Context: an optimization exercise on an open-source flow, tuned for small area. The choices shown serve that exercise and are no tape-out recipe. Function was checked by simulation only, so behaviour that the tests miss may differ from the original. Power is estimated from default activity; no workload was simulated.

run A:
Design PIPE_Top, start of the top module:
module PIPE_Top(clk,rst,InstOut,DMReadData,PCOut,DMAddress,DMWriteData,MemRead,MemWrite);
	input clk,rst;
	input [31:0]InstOut,DMReadData;
	output MemRead,MemWrite;
	output [31:0]DMWriteData,DMAddress,PCOut;
	reg [31:0] pc;
	wire [31:0] pc4 = pc + 32'd4;
	reg [31:0] id_pc4;
	reg [30:0] id_inst_lo;
	reg id_inst_hi;            
	wire [31:0] id_inst = {id_inst_hi, id_inst_lo};
	wire [5:0] op = id_inst[31:26];
	wire [5:0] fn = id_inst[5:0];
	wire [4:0] id_rs = id_inst[25:21];
	wire [4:0] id_rt = id_inst[20:16];
	wire op_r = op == 6'd0, op_addi = op == 6'd1, op_slti = op == 6'd2, op_lw = op == 6'd3, op_sw = op == 6'd4,
	     op_beq = op == 6'd5, op_j = op == 6'd6, op_jr = op == 6'd7, op_jal = op == 6'd8;
	wire d_regwrite = op_r | op_addi | op_slti | op_lw | op_jal;
	wire d_jmp = op_j | op_jr | op_jal;
	wire d_alusrc = op_addi | op_slti | op_lw | op_sw;
	reg [1:0] d_sel; reg d_sub;
	always @(*) begin
  ...
Size in the first run: ~3700 cells after synthesis, about 160 I/O pins, roughly 55000 µm² of cells after synthesis.
==> flow/config.mk <==
export PLATFORM = sky130hd
export DESIGN_NAME = PIPE_Top
export DESIGN_NICKNAME = PIPE_Top
export VERILOG_FILES = /design/flow/design.v
export SDC_FILE = /design/flow/constraint.sdc
export NUM_CORES = 4
export LEC_CHECK = 0
export CAP_MARGIN = 20
export CORE_MARGIN = 2
export CORE_UTILIZATION = 50
export CTS_BUF_LIST = sky130_fd_sc_hd__clkbuf_8
export CTS_CLUSTER_SIZE = 30
export PLACE_DENSITY = 0.65
export SLEW_MARGIN = 20
==> flow/constraint.sdc <==
create_clock -name core_clock -period 8.5 [get_ports {clk}]
set_input_delay 1.7000 -clock core_clock [delete_from_list [all_inputs] [get_ports {clk}]]
set_output_delay 1.7000 -clock core_clock [all_outputs]
set_load 0.01 [all_outputs]
standard.sh (not shown) runs the stock make flow with config.mk's settings and CLKGATE_MAP_FILE= SYNTH_SCRIPT=/design/flow/synth_recipe.tcl, a recipe that flattens the netlist after the stock synthesis.
==> flow/flow/run.sh <==
#!/bin/bash
# Standard layout, with two changes: clock tree synthesis inserts no dummy
# loads and uses larger sink clusters, and the port buffers are the smallest buffer cell.
set -e
export CTS_ARGS="-sink_clustering_enable -repair_clock_nets -dont_use_dummy_load -buf_list sky130_fd_sc_hd__clkbuf_8 -sink_clustering_size 16 -sink_clustering_max_diameter 60"
export BUFFER_PORTS_ARGS="-buffer_cell sky130_fd_sc_hd__buf_1"
bash standard.sh > standard.log 2>&1
Every stage of run A finished as expected; the final checks, on the other hand, flagged negative setup slack, which means the layout fails.
The following lists how run B was set up differently from run A:
-- flow/flow/run.sh --
<<< run A, line 5
export CTS_ARGS="-sink_clustering_enable -repair_clock_nets -dont_use_dummy_load -buf_list sky130_fd_sc_hd__clkbuf_8 -sink_clustering_size 16 -sink_clustering_max_diameter 60"
>>> run B, line 5
export CTS_ARGS="-sink_clustering_enable -repair_clock_nets -dont_use_dummy_load -buf_list sky130_fd_sc_hd__clkbuf_16 -sink_clustering_size 32 -sink_clustering_max_diameter 80"
## What came out
Comparing run B and run A, the one run not ending clean was run A.
[run A] flow finished | final checks: failed | reasons: negative setup slack
The area of the mapped netlist on run A is in line with that on run B.
First-iteration DRC count is higher on run A
On multi-input gate share of total cell area, run B and run A are neck and neck.
## Diff of input files: run C against run B
- removing CTS_BUF_LIST (formerly sky130_fd_sc_hd__clkbuf_8)
- removing CTS_CLUSTER_SIZE (formerly 30)
- setting SETUP_SLACK_MARGIN to 0.15 for the first time
-- flow/flow/run.sh --
<<< run B, line 5
export CTS_ARGS="-sink_clustering_enable -repair_clock_nets -dont_use_dummy_load -buf_list sky130_fd_sc_hd__clkbuf_16 -sink_clustering_size 32 -sink_clustering_max_diameter 80"
>>> run C, line 5
export CTS_ARGS="-sink_clustering_enable -repair_clock_nets -dont_use_dummy_load -buf_list sky130_fd_sc_hd__clkbuf_16 -sink_clustering_size 28 -sink_clustering_max_diameter 70"
--- outcome ---
Changes observed in run C relative to run B: net switching power higher, multiplexer area fraction after synthesis roughly the same, number of levels the H-tree was split into higher, power density relative to cell area higher, layout buffering overhead excluding clock cells roughly the same. The lower critical path depth of run C and run B is in run C. The lower depth of the most critical reg-to-reg path of run C and run B is in run C.
